From an optimization exercise on the open Yosys and OpenROAD flow, aimed at small area; shortcuts taken in it are not production practice. The RTL was checked by simulation tests, not by an equivalence proof against the original design.

$ cat run.sh
#!/bin/bash
# synth_recipe.tcl (not shown) runs the flow's synth.tcl, then flattens the netlist and writes it again
# the make line also repeats each setting of config.mk as NAME=value (left out here)
make -C /OpenROAD-flow-scripts/flow DESIGN_CONFIG=/design/flow/config.mk WORK_HOME=/design/flow/orfs CLKGATE_MAP_FILE= SYNTH_SCRIPT=/design/flow/synth_recipe.tcl finish
$ cat config.mk
export PLATFORM = sky130hd
export DESIGN_NAME = riscv_top
export DESIGN_NICKNAME = riscv_top
export VERILOG_FILES = /design/flow/design.v
export SDC_FILE = /design/flow/constraint.sdc
export NUM_CORES = 4
export LEC_CHECK = 0
export CAP_MARGIN = 30
export CORE_MARGIN = 2
export CORE_UTILIZATION = 35
export SLEW_MARGIN = 30
$ cat constraint.sdc
create_clock -name core_clock -period 8.0 [get_ports {clk}]
set_input_delay 1.6000 -clock core_clock [delete_from_list [all_inputs] [get_ports {clk}]]
set_output_delay 1.6000 -clock core_clock [all_outputs]
set_load 0.01 [all_outputs]
$ cat design.v
module pc_reg (
    input clk,
    input rst_n,
    input wire[31:0] jump_addr_i,
    input wire       jump_ena_i,
    output reg[31:0] pc_o
);
    always @(posedge clk ) begin
        if(!rst_n)
            pc_o <= 32'b0;
        else if(jump_ena_i)
            pc_o <= jump_addr_i;
        else
            pc_o <= pc_o + 32'd4;
    end
endmodule  
module ifeach (
    input [31:0]    pc_addr_i,
    input [31:0]    rom_inst_i,
    output [31:0]   if_rom_addr_o,
    output [31:0]   inst_addr_o,
    output [31:0]   inst_o
);
    assign if_rom_addr_o = pc_addr_i;
    assign inst_addr_o = pc_addr_i;
    assign inst_o = rom_inst_i;
endmodule  
module if_id (
    input clk,
    input rst_n,
    input [31:0] inst_i,
    input [31:0] inst_addr_i,
    input wire hold_flag_i,
    output reg [31:0] inst_o,
    output reg [31:0] inst_addr_o
);
  always @(posedge clk) begin
      if(!rst_n || hold_flag_i) begin
            inst_o <= 32'h00000013;
            inst_addr_o <= 32'd0;
      end else begin
            inst_o <= inst_i;
            inst_addr_o <= inst_addr_i;
      end
  end
endmodule  
module id (
    input [31:0]    inst_addr_i,
    input [31:0]    inst_i,
    output reg[4:0]   rs1_addr_o,
    output reg[4:0]   rs2_addr_o,
    input [31:0]    rs1_data_i,
    input [31:0]    rs2_data_i,
    output wire[31:0]   inst_addr_o,
    output wire[31:0]   inst_o,
    output reg[31:0]    op_1_o,
    output reg[31:0]    op_2_o,
    output reg[4:0]     wd_addr_o,
    output reg          reg_wen    
);
    assign inst_addr_o = inst_addr_i;
    assign inst_o = inst_i;
    wire [6:0] opcode;
    wire [4:0] rd;
    wire [2:0] func3;
    wire [4:0] rs1;
    wire [4:0] rs2;
    wire [6:0] func7;
    assign {func7, rs2, rs1, func3, rd, opcode} = inst_i;
  always @(*) begin
      case(opcode) 
         7'b0010011:begin
             case (func3)
                3'b000, 3'b010, 3'b011, 3'b100, 3'b110, 3'b111: begin
                    rs1_addr_o  = rs1;
                    rs2_addr_o  = 'b0;
                    op_1_o      = rs1_data_i;
                    op_2_o      = {{20{func7[6]}}, func7, rs2};
                    wd_addr_o   = rd;
                    reg_wen     = 1'b1;
                end
                3'b001, 3'b101: begin
                    rs1_addr_o  = rs1;
                    rs2_addr_o  = 'b0;
                    op_1_o      = rs1_data_i;
                    op_2_o      = {27'b0, rs2};
                    wd_addr_o   = rd;
                    reg_wen     = 1'b1;
                end
                default: begin
                    rs1_addr_o  = 'b0;
                    rs2_addr_o  = 'b0;
                    op_1_o      = 32'b0;
                    op_2_o      = 32'b0;
                    wd_addr_o   = 5'b0;
                    reg_wen     = 1'b0;
                end
             endcase
         end
         7'b0110011: begin
             case (func3)
                3'b000, 3'b001, 3'b010, 3'b011, 3'b100, 3'b101, 3'b110, 3'b111: begin
                    rs1_addr_o  = rs1;
                    rs2_addr_o  = rs2;
                    op_1_o      = rs1_data_i;
                    op_2_o      = rs2_data_i;
                    wd_addr_o   = rd;
                    reg_wen     = 1'b1;
                end   
                default: begin
                    rs1_addr_o  = 'b0;
                    rs2_addr_o  = 'b0;
                    op_1_o      = 32'b0;
                    op_2_o      = 32'b0;
                    wd_addr_o   = 5'b0;
                    reg_wen     = 1'b0;
                end 
             endcase
         end
         7'b1100011: begin
            case(func3)
                3'b001, 3'b000, 3'b100, 3'b101, 3'b110, 3'b111: begin
                    rs1_addr_o  = rs1;
                    rs2_addr_o  = rs2;
                    op_1_o      = rs1_data_i;
                    op_2_o      = rs2_data_i;
                    wd_addr_o   = 5'b0;
                    reg_wen     = 1'b0;
                end
                default: begin
                    rs1_addr_o  = 'b0;
                    rs2_addr_o  = 'b0;
                    op_1_o      = 32'b0;
                    op_2_o      = 32'b0;
                    wd_addr_o   = 5'b0;
                    reg_wen     = 1'b0;
                end
            endcase
         end
         7'b0110111: begin
            rs1_addr_o  = 'b0;
            rs2_addr_o  = 'b0;
            op_1_o      = {inst_i[31:12],12'b0};
            op_2_o      = 32'b0;
            wd_addr_o   = rd;
            reg_wen     = 1'b1;
        end
         7'b1101111: begin
            rs1_addr_o  = 'b0;
            rs2_addr_o  = 'b0;
            op_1_o      = {{12{inst_i[31]}}, inst_i[19:12], inst_i[20], inst_i[30:21], 1'b0};
            op_2_o      = 32'b0;
            wd_addr_o   = rd;
            reg_wen     = 1'b1;
         end
          7'b1100111: begin
            rs1_addr_o  = rs1;
            rs2_addr_o  = 'b0;
            op_1_o      = rs1_data_i;
            op_2_o      = {{20{func7[6]}}, func7, rs2};
            wd_addr_o   = rd;
            reg_wen     = 1'b1;
         end
         7'b0010111: begin
            rs1_addr_o  = 'b0;
            rs2_addr_o  = 'b0;
            op_1_o      = {inst_i[31:12],12'b0};
            op_2_o      = 32'b0;
            wd_addr_o   = rd;
            reg_wen     = 1'b1;
         end
        default: begin
            rs1_addr_o  = 'b0;
            rs2_addr_o  = 'b0;
            op_1_o      = 32'b0;
            op_2_o      = 32'b0;
            wd_addr_o   = 5'b0;
            reg_wen     = 1'b0;
        end 
      endcase
  end
endmodule  
module id_ex (
    input clk,
    input rst_n,
    input [31:0]   inst_i,
    input [31:0]   inst_addr_i,
    input [31:0]   rs1_data_i,
    input [31:0]   rs2_data_i,
    input [4:0]    wd_addr_i,
    input wire     rd_wen_i,
    input wire     hold_flag_i,
    output reg [31:0]   inst_addr_o,
    output reg [31:0]   inst_o,
    output reg [31:0]   rs1_data_o,
    output reg [31:0]   rs2_data_o,
    output reg [4:0]    rd_addr_o,
    output reg          rd_wen_o
);
  always @(posedge clk) begin
      if(!rst_n || hold_flag_i) begin
            inst_addr_o     <= 32'b0;
            inst_o          <= 32'h00000013;
            rs1_data_o      <= 32'b0;
            rs2_data_o      <= 32'b0;
            rd_addr_o       <= 5'b0;
            rd_wen_o        <= 1'b0;
      end else begin
            inst_addr_o     <= inst_addr_i;
            inst_o          <= inst_i;
            rs1_data_o      <= rs1_data_i;
            rs2_data_o      <= rs2_data_i;
            rd_addr_o       <= wd_addr_i;
            rd_wen_o        <= rd_wen_i;          
      end  
  end
endmodule  
module ex (
    input [31:0]        inst_i,
    input [31:0]        inst_addr_i,
    input [31:0]  rs1_data_i,
    input [31:0]  rs2_data_i,
    input [4:0]         rd_addr_i,
    input wire          rd_wen_i,
    output reg[4:0]     rd_addr_o,
    output reg[31:0]    rd_data_o,
    output reg          rd_wen_o,
    output reg[31:0]    jump_addr_o,
    output reg          jump_ena_o,
    output reg          hold_flag_o
);
    wire [6:0] opcode;
    wire [4:0] rd;
    wire [2:0] func3;
    wire [4:0] rs1;
    wire [4:0] rs2;
    wire [6:0] func7;
    wire op1_i_equal_op2_i;
    wire op1_i_less_than_op2_i_signed;
    wire op1_i_less_than_op2_i_unsigned;
    wire[31:0] jump_imm;
    assign {func7, rs2, rs1, func3, rd, opcode}   = inst_i;
    assign op1_i_equal_op2_i                      = (rs1_data_i == rs2_data_i);
    assign op1_i_less_than_op2_i_signed           = ($signed(rs1_data_i) < $signed(rs2_data_i));
    assign op1_i_less_than_op2_i_unsigned         = (rs1_data_i < rs2_data_i);
    assign jump_imm                               = {{20{func7[6]}}, rd[0], func7[5:0], rd[4:1], 1'b0};
  always @(*) begin
      case(opcode)
        7'b0010011: begin
            jump_addr_o = 32'b0;
            jump_ena_o  = 1'b0;
            hold_flag_o = 1'b0;
            case (func3)
                3'b000: begin
                    rd_addr_o = rd_addr_i;
                    rd_data_o = rs1_data_i + rs2_data_i;
                    rd_wen_o = rd_wen_i;
                end
                3'b010: begin
                    rd_addr_o = rd_addr_i;
                    rd_data_o = {31'b0, op1_i_less_than_op2_i_signed};
                    rd_wen_o = rd_wen_i;
                end
                3'b011: begin
                    rd_addr_o = rd_addr_i;
                    rd_data_o = {31'b0, op1_i_less_than_op2_i_unsigned};
                    rd_wen_o = rd_wen_i;
                end
                3'b100: begin
                    rd_addr_o = rd_addr_i;
                    rd_data_o = rs1_data_i ^ rs2_data_i;
                    rd_wen_o = rd_wen_i;
                end
                3'b110: begin
                    rd_addr_o = rd_addr_i;
                    rd_data_o = rs1_data_i | rs2_data_i;
                    rd_wen_o = rd_wen_i;
                end
                3'b111: begin
                    rd_addr_o = rd_addr_i;
                    rd_data_o = rs1_data_i & rs2_data_i;
                    rd_wen_o = rd_wen_i;
                end
                3'b001: begin
                    rd_addr_o = rd_addr_i;
                    rd_data_o = rs1_data_i << rs2_data_i;
                    rd_wen_o = rd_wen_i;
                end
                3'b101: begin
                    rd_addr_o = rd_addr_i;
                    rd_wen_o = rd_wen_i;
                    if(func7[5] == 1'b1) begin
                        rd_data_o = $signed(rs1_data_i)>>>rs2_data_i;
                    end else begin
                        rd_data_o = rs1_data_i>>rs2_data_i;
                    end
                end
                default: begin
                    rd_addr_o = 'b0;
                    rd_data_o = 'b0;
                    rd_wen_o = 'b0;
                end
            endcase
        end
        7'b0110011: begin
            jump_addr_o = 32'b0;
            jump_ena_o  = 1'b0;
            hold_flag_o = 1'b0;
            case (func3)
                3'b000: begin
                    if(func7 == 7'b000_0000) begin
                        rd_data_o = rs1_data_i + rs2_data_i;
                        rd_addr_o = rd_addr_i;
                        rd_wen_o = rd_wen_i;
                    end
                    else if(func7 == 7'b010_0000) begin
                        rd_data_o = rs1_data_i - rs2_data_i;
                        rd_addr_o = rd_addr_i;
                        rd_wen_o = rd_wen_i;
                    end
                    else begin
                        rd_data_o = 'b0;
                        rd_addr_o = 'b0;
                        rd_wen_o = 'b0;
                    end
                end 
                3'b001: begin
                    rd_data_o = rs1_data_i << rs2_data_i[4:0];
                    rd_addr_o = rd_addr_i;
                    rd_wen_o = rd_wen_i;
                end
                3'b010: begin
                    rd_data_o = {31'b0, op1_i_less_than_op2_i_signed};
                    rd_addr_o = rd_addr_i;
                    rd_wen_o = rd_wen_i;
                end
                3'b011: begin
                    rd_data_o = {31'b0, op1_i_less_than_op2_i_unsigned};
                    rd_addr_o = rd_addr_i;
                    rd_wen_o = rd_wen_i;
                end
                3'b100: begin
                    rd_data_o = rs2_data_i ^ rs1_data_i;
                    rd_addr_o = rd_addr_i;
                    rd_wen_o = rd_wen_i;
                end
                3'b101: begin
                    rd_addr_o = rd_addr_i;
                    rd_wen_o = rd_wen_i;
                    if(func7 == 7'b010_0000) begin
                        rd_data_o = $signed(rs1_data_i) >>> rs2_data_i[4:0];
                    end else begin
                        rd_data_o = rs1_data_i >> rs2_data_i[4:0];
                    end
                end
                3'b110: begin
                    rd_data_o = rs2_data_i | rs1_data_i;
                    rd_addr_o = rd_addr_i;
                    rd_wen_o = rd_wen_i;
                end
                3'b111: begin
                    rd_data_o = rs2_data_i & rs1_data_i;
                    rd_addr_o = rd_addr_i;
                    rd_wen_o = rd_wen_i;
                end
                default: begin
                    rd_addr_o = 'b0;
                    rd_data_o = 'b0;
                    rd_wen_o = 'b0;
                end
            endcase
        end 
        7'b1100011: begin
            rd_addr_o = 'b0;
            rd_data_o = 'b0;
            rd_wen_o = 'b0;
            case(func3) 
                3'b001: begin
                    jump_addr_o = (inst_addr_i + jump_imm) & {32{~op1_i_equal_op2_i}};
                    jump_ena_o  = ~op1_i_equal_op2_i;
                    hold_flag_o = 1'b0;
                end
                3'b000: begin
                    jump_addr_o = (inst_addr_i + jump_imm) & {32{op1_i_equal_op2_i}};
                    jump_ena_o  = op1_i_equal_op2_i;
                    hold_flag_o = 1'b0;
                end
                 3'b100: begin
                    jump_addr_o = (inst_addr_i + jump_imm) & {32{op1_i_less_than_op2_i_signed}};
                    jump_ena_o  = op1_i_less_than_op2_i_signed;
                    hold_flag_o = 1'b0;
                 end
                 3'b101: begin
                    jump_addr_o = (inst_addr_i + jump_imm) & {32{~op1_i_less_than_op2_i_signed}};
                    jump_ena_o  = ~op1_i_less_than_op2_i_signed;
                    hold_flag_o = 1'b0;
                 end
                 3'b110: begin
                    jump_addr_o = (inst_addr_i + jump_imm) & {32{op1_i_less_than_op2_i_unsigned}};
                    jump_ena_o  = op1_i_less_than_op2_i_unsigned;
                    hold_flag_o = 1'b0;
                 end
                 3'b111: begin
                    jump_addr_o = (inst_addr_i + jump_imm) & {32{~op1_i_less_than_op2_i_unsigned}};
                    jump_ena_o  = ~op1_i_less_than_op2_i_unsigned;
                    hold_flag_o = 1'b0;
                 end
                default: begin
                    jump_addr_o = 32'b0;
                    jump_ena_o  = 1'b0;
                    hold_flag_o = 1'b0;
                end
            endcase
        end
        7'b0110111: begin
            jump_addr_o = 32'b0;
            jump_ena_o  = 1'b0;
            hold_flag_o = 1'b0;
            rd_addr_o = rd_addr_i;
            rd_data_o = rs1_data_i;
            rd_wen_o = rd_wen_i;
        end
        7'b0010111: begin
            jump_addr_o = 32'b0;
            jump_ena_o  = 1'b0;
            hold_flag_o = 1'b0;
            rd_addr_o = rd_addr_i;
            rd_data_o = rs1_data_i + inst_addr_i;
            rd_wen_o = rd_wen_i;
        end
        7'b1101111: begin
            jump_addr_o = rs1_data_i + inst_addr_i;
            jump_ena_o  = 1'b1;
            hold_flag_o = 1'b0;
            rd_addr_o = rd_addr_i;
            rd_data_o = inst_addr_i+32'h4;
            rd_wen_o = rd_wen_i;
        end
        7'b1100111: begin
            jump_addr_o = rs1_data_i + rs2_data_i;
            jump_ena_o  = 1'b1;
            hold_flag_o = 1'b0;
            rd_addr_o = rd_addr_i;
            rd_data_o = inst_addr_i+32'h4;
            rd_wen_o = rd_wen_i;
        end
        default: begin
            jump_addr_o = 32'b0;
            jump_ena_o  = 1'b0;
            hold_flag_o = 1'b0;
            rd_addr_o = 'b0;
            rd_data_o = 'b0;
            rd_wen_o = 'b0;
        end
      endcase
  end
endmodule  
module regs (
    input clk,
    input rst_n,
    input [4:0] reg1_raddr_i,
    input [4:0] reg2_raddr_i,
    output reg [31:0] reg1_rdata_o,
    output reg [31:0] reg2_rdata_o,
    input [31:0] reg_wdata_i,
    input [4:0]  reg_waddr_i,
    input wire   reg_wen
);
    reg[31:0] rf[0:31];
    integer i;
    always @(*) begin
        if(!rst_n) begin
            reg1_rdata_o = 32'b0;
            reg2_rdata_o = 32'b0;
        end  else begin
            if(reg1_raddr_i == 32'b0)
                reg1_rdata_o = 32'b0;
            else if(reg_wen && reg1_raddr_i == reg_waddr_i)
                reg1_rdata_o = reg_wdata_i;
            else
                reg1_rdata_o = rf[reg1_raddr_i];
            if(reg2_raddr_i == 32'b0)
                reg2_rdata_o = 32'b0;
            else if(reg_wen && reg2_raddr_i == reg_waddr_i)
                reg2_rdata_o = reg_wdata_i;
            else
                reg2_rdata_o = rf[reg2_raddr_i];
        end
    end
    always @(posedge clk) begin
        if(!rst_n) begin
            for(i=0;i<32;i=i+1) begin
                rf[i] <= 32'b0;
            end
        end else begin
            if(reg_wen && reg_waddr_i != 5'b0) 
                rf[reg_waddr_i] <= reg_wdata_i;
        end
    end
endmodule  
module ctrl (
    input wire[31:0]    jump_addr_i,
    input wire          jump_ena_i,
    input wire          hold_flag_i,
    output wire[31:0]    jump_addr_o,
    output wire          jump_ena_o,
    output wire          hold_flag_o
);
    assign jump_addr_o = jump_addr_i;
    assign jump_ena_o = jump_ena_i;
    assign hold_flag_o = hold_flag_i | jump_ena_i;
endmodule  
module riscv_top (
    input           clk,
    input           rst_n,
    input [31:0]    inst_i,
    output[31:0]    inst_addr_o
);
    wire [31:0]     pc_io;
    wire [31:0]     if_inst_addr;
    wire [31:0]     if_inst;
    wire [31:0]     if_id_inst_addr;
    wire [31:0]     if_id_inst;
    wire [4:0]      id_rs1_addr;
    wire [4:0]      id_rs2_addr;
    wire [31:0]     regs_rs1_data;
    wire [31:0]     regs_rs2_data;
    wire [31:0]     id_inst_addr;
    wire [31:0]     id_inst;
    wire [31:0]     id_op_1;
    wire [31:0]     id_op_2;
    wire [4:0]      id_wd_addr;
    wire            id_reg_wen;  
    wire [31:0]     id_ex_inst_addr;
    wire [31:0]     id_ex_inst;
    wire [31:0]     id_ex_rs1_data;
    wire [31:0]     id_ex_rs2_data;
    wire [4:0]      id_ex_rd_addr;
    wire            id_ex_rd_wen;    
    wire [4:0]      ex_rd_addr;
    wire [31:0]     ex_rd_data;
    wire            ex_rd_wen;
    wire [31:0]     ex_jump_addr;
    wire            ex_jump_ena;
    wire            ex_hold_flag;
    wire [31:0]     ctrl_jump_addr;
    wire            ctrl_jump_ena;
    wire            ctrl_hold_flag;
    pc_reg m_pc_reg(
        .clk            (clk),
        .rst_n          (rst_n),
        .jump_addr_i    (ctrl_jump_addr),
        .jump_ena_i     (ctrl_jump_ena),        
        .pc_o           (pc_io)
    );
    ifeach m_ifeach(
        .pc_addr_i      (pc_io),
        .rom_inst_i     (inst_i),
        .if_rom_addr_o  (inst_addr_o),
        .inst_addr_o    (if_inst_addr),
        .inst_o         (if_inst)
    );
    if_id m_if_id(
        .clk            (clk),
        .rst_n          (rst_n),
        .hold_flag_i    (ctrl_hold_flag),
        .inst_i         (if_inst),
        .inst_addr_i    (if_inst_addr),
        .inst_o         (if_id_inst),
        .inst_addr_o    (if_id_inst_addr)
    );
    id m_id (
        .inst_addr_i    (if_id_inst_addr),
        .inst_i         (if_id_inst),
        .rs1_addr_o     (id_rs1_addr),
        .rs2_addr_o     (id_rs2_addr),
        .rs1_data_i     (regs_rs1_data),
        .rs2_data_i     (regs_rs2_data),
        .inst_addr_o    (id_inst_addr),
        .inst_o         (id_inst),
        .op_1_o         (id_op_1),
        .op_2_o         (id_op_2),
        .wd_addr_o      (id_wd_addr),
        .reg_wen        (id_reg_wen) 
    );    
    regs m_regs(
        .clk            (clk),
        .rst_n          (rst_n),
        .reg1_raddr_i   (id_rs1_addr),
        .reg2_raddr_i   (id_rs2_addr),
        .reg1_rdata_o   (regs_rs1_data),
        .reg2_rdata_o   (regs_rs2_data),
        .reg_wdata_i    (ex_rd_data),
        .reg_waddr_i    (ex_rd_addr),
        .reg_wen        (ex_rd_wen)
    );
    id_ex m_id_ex(
        .clk            (clk),
        .rst_n          (rst_n),
        .hold_flag_i    (ctrl_hold_flag),
        .inst_i         (id_inst),
        .inst_addr_i    (id_inst_addr),
        .rs1_data_i     (id_op_1),
        .rs2_data_i     (id_op_2),
        .wd_addr_i      (id_wd_addr),
        .rd_wen_i       (id_reg_wen),
        .inst_addr_o    (id_ex_inst_addr),
        .inst_o         (id_ex_inst),
        .rs1_data_o     (id_ex_rs1_data),
        .rs2_data_o     (id_ex_rs2_data),
        .rd_addr_o      (id_ex_rd_addr),
        .rd_wen_o       (id_ex_rd_wen)
    );
    ex m_ex(
        .inst_i         (id_ex_inst),
        .inst_addr_i    (id_ex_inst_addr),
        .rs1_data_i     (id_ex_rs1_data),
        .rs2_data_i     (id_ex_rs2_data),
        .rd_addr_i      (id_ex_rd_addr),
        .rd_wen_i       (id_ex_rd_wen),
        .rd_addr_o      (ex_rd_addr),
        .rd_data_o      (ex_rd_data),
        .rd_wen_o       (ex_rd_wen),
        .jump_addr_o    (ex_jump_addr),
        .jump_ena_o     (ex_jump_ena),
        .hold_flag_o    (ex_hold_flag)
    );
    ctrl m_ctrl(
        .jump_addr_i    (ex_jump_addr),
        .jump_ena_i     (ex_jump_ena),
        .hold_flag_i    (ex_hold_flag),
        .jump_addr_o    (ctrl_jump_addr),
        .jump_ena_o     (ctrl_jump_ena),
        .hold_flag_o    (ctrl_hold_flag)
    );
endmodule  
==> results.cfg <==
[pwr]
total_power_mw = 16.1
powerDensity_mw_per_mm2 = 185
p_leak_nw = 30.1
ir_drop_mv = 0.189

[global_route]
antenna_found_initial = 32
grt_max_degree = 117
grt_pass1_vias = 68600
grt_remaining_overflow = 0
grt_usage_pct = 34.0
grt_first_pass_wirelength_um = 547000

[synth]
yosysUniqueCellTypes = 102
synthMuxAreaShare_pct = 11.5
synth_edf_count = 1024
synth_xor_area_share_pct = 1.84
synth_fa_ha_area_share_pct = 2.67
synth_top_area_share_pct = 39.4
yosys.area_share.simple_pct = 15.6
yosys_register_bits = 1244
async_flop_share_pct = 0
yosys_most_used_dff = edfxtp_1
synth.largest_area_cell = edfxtp_1
syn_avg_cell_area_um2 = 9.72
syn_inst = 8027
netlist_top_cells_area = edfxtp_1 (39%), nor2_1 (6.9%), mux2_2 (6.0%)
synth_top_family_by_area = compound AO/OA/AOI/OAI gates
syn_area_mm2 = 0.0780
synth_compound_area_share_pct = 18.9
yosys_warnings = 6
synth-seq-area-share_pct = 45.1

[die]
ios = 66
fp.dieH_um = 476
design.core.area_mm2 = 0.222
die_x_um = 476
fp.dieArea_mm2 = 0.227
num_rows = 173
start_util_pct = 35.2

[routing]
totalWireLength_um = 397000
drc = 0
viasPerCell = 6.63
detail_route.first_pass.iterations = 8
drtIter0Drc = 11300
ant_nets = 0
vias = 72200
wl_per_cell_um = 36.5

[timing]
final_max_slew_viol_count = 0
min_period_ns = 6.56
finalSetupTns_ns = 0
rsz0062_at_grt = false
hold_viol_final = 0
finalCritPeriodShare_pct = 82.0
setup_viol = 0
skew_ns = 0.0982
worst_slew_pin_slew_ns = 1.19
hold_ws_ns = 0.408
setup_ws_ns = 1.44
fmax_mhz = 152
maxSlewHeadroom_pct = 20.7

[cts]
cts_tree = done
clock_latency_ns = 0.87
htreeDepth = 4
cts_max_path_buffers = 3
clock-sinks = 1244
cts_hold_buf = 0
clkTransAtPathRegs_ns = 0.06
post_cts_buffers = 0
numCtsBuffers = 141
ctsResizeCount = 0
clockRootBuffer = clkbuf_16

[layout]
ff_latch_area_mm2 = 0.0352
drive_above_1_share_pct = 16.1
area_growth_syn_to_layout_pct = 11.9
finalNetCount = 7986
multi_input_area_mm2 = 0.0403
fill_cells = 21800

[hold_path]
hold_path.class = reg -> reg

[worst_setup_path]
required_ns = 8.71
start_kind = flip-flop
worstSetupEndpointType = flip-flop
cp_max_fo = 14
arrival_ns = 7.27
path_class = reg -> reg

[placed_design]
hpwl_um = 269000
gp_congestion = 1.07
dp_slack_ns = 1.89
port_buffers = 65

[outcome]
status = no timing/DRC/antenna violations

[run]
drv_cap = 0
-- cell usage after synthesis, types with 22 or more instances --
cell and number:
and3_1 65, nand2_1 557, a21oi_1 712, o21ai_0 317
nand4_1 23, or2_2 23, or3_1 24, a221o_1 163
nor4_1 38, nor2_1 1437, mux2i_1 45, o21bai_1 24
nor3_1 151, dfxtp_1 220, o211ai_1 28, o21a_1 24
nor2b_1 44, o31ai_1 29, buf_2 65, a31oi_1 88
mux2_2 413, xor2_1 51, xnor2_1 113, ha_1 160
clkbuf_1 604, o32ai_1 34, and2_1 134, buf_1 76
edfxtp_1 1024, a22o_1 22, o221ai_1 41, a211oi_1 66
nand3_1 137, o2111ai_1 31, mux4_2 170, inv_1 118
nand2b_1 69, o22ai_1 29, a22oi_1 25, a221oi_1 248
a21o_1 71
-- through the flow --
stage / area [um^2] / std cells / util (%)
after global routing: 87200 / 10900 / 39.3
after floorplan: 78100 / 8058 / -
after CTS: 87100 / 10900 / 39.3
final: 87200 / 10900 / 39.3
after detailed placement: 82500 / 10600 / 37.2
after global placement: 82300 / 10600 / 37.1
-- worst paths after layout --
kind                                               from                      end  slack [ns]  cells past startpoint
worst max-delay path              m_id_ex.rs2_data_o[5]    m_id_ex.rs1_data_o[8]        1.44                     14
worst min-delay path            m_if_id.inst_addr_o[19]  m_id_ex.inst_addr_o[19]        0.41                      1
worst max register to register    m_id_ex.rs2_data_o[5]    m_id_ex.rs1_data_o[8]        1.44                     14
worst min register to register  m_if_id.inst_addr_o[19]  m_id_ex.inst_addr_o[19]        0.41                      1
-- critical path, stage by stage, from the launching register on --
cell,delay (ns)
dfxtp_1,0.77
inv_1,0.40
ha_1,0.62
inv_1,0.18
a2111oi_0,0.65
a21o_1,0.41
o211ai_1,0.38
nand2b_1,0.24
a21oi_1,0.12
nor3b_2,0.30
buf_4,0.28
nand3_1,0.47
buf_4,0.40
nor3_1,0.93
a22o_1,0.30
-- placed cells by master, fill, tap and decap left out, types with 30 or more instances in the layout --
cell type / Yosys / routed
nand2_1: 557 / 504
buf_4: 6 / 268
o21ai_0: 317 / 310
a31oi_1: 88 / 86
a21oi_1: 712 / 706
nand3_1: 137 / 133
a221o_1: 163 / 163
xnor2_1: 113 / 113
nor3_1: 151 / 144
clkinv_1: 3 / 31
nor2_1: 1437 / 1424
ha_1: 160 / 160
clkbuf_1: 604 / 30
nor2b_1: 44 / 43
mux2_2: 413 / 413
and2_1: 134 / 134
a211oi_1: 66 / 65
a21o_1: 71 / 71
and3_1: 65 / 63
clkdlybuf4s50_1: 0 / 64
o221ai_1: 41 / 41
xor2_1: 51 / 50
o2111ai_1: 31 / 31
mux4_2: 170 / 170
edfxtp_1: 1024 / 1024
clkbuf_16: 0 / 143
nand2b_1: 69 / 69
nor4_1: 38 / 30
dfxtp_1: 220 / 207
inv_1: 118 / 116
conb_1: 1 / 32
a221oi_1: 248 / 248
mux2i_1: 45 / 45
-- report_power, final --
group | internal [mW] | switching, mW
clock network | 3.65 | 2.93
registers | 7.19 | 0.163
logic | 0.578 | 1.60
-- routing by layer --
| layer | GRT usage (%) | routed length (um) | share of wire, % | vias up |
|---|---|---|---|---|
| met5 | 0.512 | 316 | 0.080 | - |
| met4 | 22.6 | 31800 | 8.0 | 28 |
| met3 | 9.40 | 47800 | 12 | 1335 |
| met2 | 52.7 | 175000 | 44 | 5587 |
| met1 | 41.2 | 142000 | 36 | 35700 |
| li1 | - | - | - | 29500 |
-- logic make-up after synthesis --
logic type      count (synthesis)
simple gates                 2776
other cells                     1
xor+xnor                      164
fa+ha+maj                     164
flops                        1244
compound gates               2164
buf+inv                       885
mux                           629
-- state kept, by name, summed over array words and instances (netlist names) --
| register | cells |
|---|---|
| m_if_id.inst_o | 32 |
| m_id_ex.rd_addr_o | 5 |
| m_id_ex.inst_o | 22 |
| m_id_ex.rs2_data_o | 32 |
| m_id_ex.rd_wen_o | 1 |
| m_if_id.inst_addr_o | 32 |
| m_id_ex.inst_addr_o | 32 |
| m_id_ex.rs1_data_o | 32 |
| m_regs.rf | 1024 |
| m_pc_reg.pc_o | 32 |
-- area by class of cell --
type / count / area share (%)
inverter: 123 / 0.531
antenna: 11 / 0.0316
multi-input combinational: 5929 / 46.2
clock inverter: 80 / 0.982
tap: 2975 / 4.27
clock buffer: 176 / 4.28
sequential: 1244 / 40.3
timing repair buffer: 349 / 3.37

==> what the ideal ports hide <==
The results above use ideal ports. As a check the final layout listed here was re-extracted and re-timed, cells and wires unchanged. Step 1 assumes that a clkbuf_16 drives the clock port and a buf_2 every other input. Step 2 times the ports against the registers' clock, not the clock port: input delays grow and output delays shrink by t, the midpoint of the rising clock arrivals with the driver on. Slacks: ideal ports / drivers / drivers and shift; pairs: ideal ports / drivers.
shift t [ns]: 0.910
setup slack, ns: 1.439 / 1.439 / 1.439
hold WS [ns]: 0.408 / 0.408 / 0.408
After both steps setup and hold are still met in this run. For this run, drivers alone change the setup slack by 0.000 ns; drivers and shift together by 0.000 ns.
